This is an optimization exercise on Yosys and OpenROAD, whose aim is small area, a short achievable clock period and few clock cycles, not a production implementation. Power and IR drop assume default switching activity.

## old
Design processor, start of the top module:
module processor(
    input  logic        i_clk,
    input  logic        i_rst,
    output logic [31:0] o_mem_addr,
    output logic        o_mem_wen,
    output logic [31:0] o_mem_wdata,
    output logic [3:0]  o_mem_byte_en,
    input  logic [31:0] i_mem_rdata
);
Size in the first run: about 5,100 cells after synthesis, about 1,300 flip-flops, about 0.063 mm² of cells after synthesis.
clock: 14.0 ns
lec_check: 0
cap_margin: 30
core_margin: 2
core_utilization: 35
place_density: 0.45
slew_margin: 30
standard.sh (not shown) runs the stock make flow with config.mk's settings and CLKGATE_MAP_FILE= SYNTH_SCRIPT=/design/flow/synth_recipe.tcl, a recipe that flattens the netlist after the stock synthesis.
==> flow/flow/run.sh <==
#!/bin/bash
# Standard layout (the standard.sh, its synthesis and steps unchanged),
# with repair_timing asked for extra setup slack so that it works on the
# critical paths below the clock period, port buffers of a regular buffer
# cell, and a clock tree with larger sink clusters and no dummy loads.
# Clock and constraints are the standard flow's own.
set -euo pipefail
bash standard.sh SETUP_SLACK_MARGIN=8.5 TNS_END_PERCENT=100 \
  'BUFFER_PORTS_ARGS=-buffer_cell sky130_fd_sc_hd__buf_4' \
  'CTS_ARGS=-sink_clustering_enable -repair_clock_nets -dont_use_dummy_load -sink_clustering_size 24 -sink_clustering_max_diameter 80' \
  finish > standard_flow.log 2>&1
diff inputs: old => new
--- a/flow/design.v
+++ b/flow/design.v
@@ -64,15 +64,20 @@
 logic [1:0]  ld1_lo, ld2_lo;
 logic        e_v;
 logic        e_ld, e_st, e_br, e_jal, e_jalr;
 logic [2:0]  e_f3;
 logic        e_sub, e_alt, e_wr, e_bimm;
 logic        e_sadd, e_ssh, e_sslt, e_sxor, e_sor, e_sand, e_slink;
 logic [4:0]  e_rd, e_rs1, e_rs2;
-logic [31:0] e_a, e_b, e_imm;
+logic [31:0] e_ra, e_rb, e_imm;    
+logic        e_f1, e_f2;           
+logic [31:0] r_q;                  
+logic [31:0] e_a, e_b;
+assign e_a = e_f1 ? r_q : e_ra;
+assign e_b = e_f2 ? r_q : e_rb;
 logic [11:0] e_pc4, e_tgt;     
 logic        e_pred, e_ep, e_back;
 assign o_mem_addr    = {18'd0, addr_q};
 assign o_mem_wen     = wen_q;
 assign o_mem_wdata   = wdata_q;
 assign o_mem_byte_en = be_q;
 logic [31:0] ldval;
@@ -167,16 +172,16 @@
     .rd1   (rf_rd1),
     .rd2   (rf_rd2)
 );
 logic byp1, byp2;
 logic [31:0] v1, v2, a_next;
 assign byp1   = exec & e_wr & (e_rd == rs1);
 assign byp2   = exec & e_wr & (e_rd == rs2);
-assign v1     = byp1 ? res : rf_rd1;
-assign v2     = byp2 ? res : rf_rd2;
+assign v1     = rf_rd1;
+assign v2     = rf_rd2;
 always_comb begin
     a_next = v1;
     if (d_lui)   a_next = 32'd0;
     if (d_auipc) a_next = {18'd0, d_pc_q, 2'b00};
 end
 logic        d_old, redir, kill_d, kill_f;
 logic [11:0] redir_pc;
@@ -270,14 +275,15 @@
     end
 end
 always_ff @(posedge i_clk) begin
     wdata_q <= st_data;
     be_q    <= st_be;
     d_pc_q  <= addr_q[13:2];
     d_ep_q  <= s_ep_q;
+    if (exec) r_q <= res;
     if (exec & e_br & e_back & taken) begin
         btb_pc  <= e_pc4 - 12'd1;
         btb_tgt <= e_tgt;
     end
     ld1_rd  <= e_rd;
     ld1_f3  <= e_f3;
     ld1_lo  <= asum[1:0];
@@ -300,26 +306,28 @@
         e_sor    <= (d_op | d_opi) & (f3 == 3'b110);
         e_sand   <= (d_op | d_opi) & (f3 == 3'b111);
         e_slink  <= d_jal | d_jalr;
         e_wr     <= (d_op | d_opi | d_lui | d_auipc | d_jal | d_jalr) & (rd != 5'd0);
         e_rd     <= rd;
         e_rs1    <= (d_lui | d_auipc | d_jal) ? 5'd0 : rs1;
         e_rs2    <= (d_op | d_st | d_br) ? rs2 : 5'd0;
-        e_a      <= a_next;
-        e_b      <= v2;
+        e_ra     <= a_next;
+        e_rb     <= v2;
+        e_f1     <= byp1 & ~(d_lui | d_auipc | d_jal);
+        e_f2     <= byp2;
         e_imm    <= d_imm;
         e_bimm   <= ~(d_op | d_br | d_st);
         e_pc4    <= d_pc4;
         e_tgt    <= (d_ld | d_st | d_jalr) ? d_imm[11:0] : d_tgt;
         e_pred   <= d_pred | d_btb_q;
         e_ep     <= d_btb_q ? ~d_ep_q : ep_n;
         e_back   <= ir[31];
     end else begin
         if (late_pred) begin
             e_pred <= 1'b1;
             e_ep   <= ep_n;
         end
-        if (ld2_v & (ld2_rd != 5'd0) & (e_rs1 == ld2_rd)) e_a <= ldval;
-        if (ld2_v & (ld2_rd != 5'd0) & (e_rs2 == ld2_rd)) e_b <= ldval;
+        if (ld2_v & (ld2_rd != 5'd0) & (e_rs1 == ld2_rd)) begin e_ra <= ldval; e_f1 <= 1'b0; end
+        if (ld2_v & (ld2_rd != 5'd0) & (e_rs2 == ld2_rd)) begin e_rb <= ldval; e_f2 <= 1'b0; end
     end
 end
 endmodule
## What came out
The number of synthesized flops with an enable pin number comes out lower for old vs new.
Between new and old, it is new whose total iterations of the first detailed-routing run is lower, by 1.
Summary of the comparison: part of the total power dissipated in the clock network is higher in new, relative to old.
Run comparison: old cell at the slowest stage of the critical path o41ai_4; new cell at the slowest stage of the critical path nand4_1
Against old, new reports a synthesized area that is higher.
Internal cell power delta for new relative to old: about 5% higher
No functional check of the RTL was part of any run of this note.

-- afterwards: timing with drivers on the ports --
Ports are ideal in the flow. The routed layouts listed here were re-timed in OpenROAD. Step 1, drivers: a clkbuf_16 drives i_clk and a buf_2 each remaining input, both assumed. Step 2 times the ports against the registers' clock, not the clock port: input delays grow and output delays shrink by t, the midpoint of the rising clock arrivals with the driver on. Slacks: no drivers / after step 1 / after step 2; pairs: no drivers / after step 1.
run | t (ns) | slack for setup (ns) | worst hold slack (ns) | slew at the worst register clock pin (ns) | worst data-port slew with drivers (ns)
old | 0.816 | 8.444 / 8.513 / 7.697 | 0.293 / 0.293 / 0.293 | 0.10 / 0.10 | 0.12
new | 0.819 | 8.382 / 8.388 / 7.570 | 0.333 / 0.333 / 0.333 | 0.11 / 0.11 | 0.12
After both steps every run listed still meets setup and hold. The setup slack of new, which loses most, moves by +0.006 ns with the drivers and by -0.812 ns with both steps.
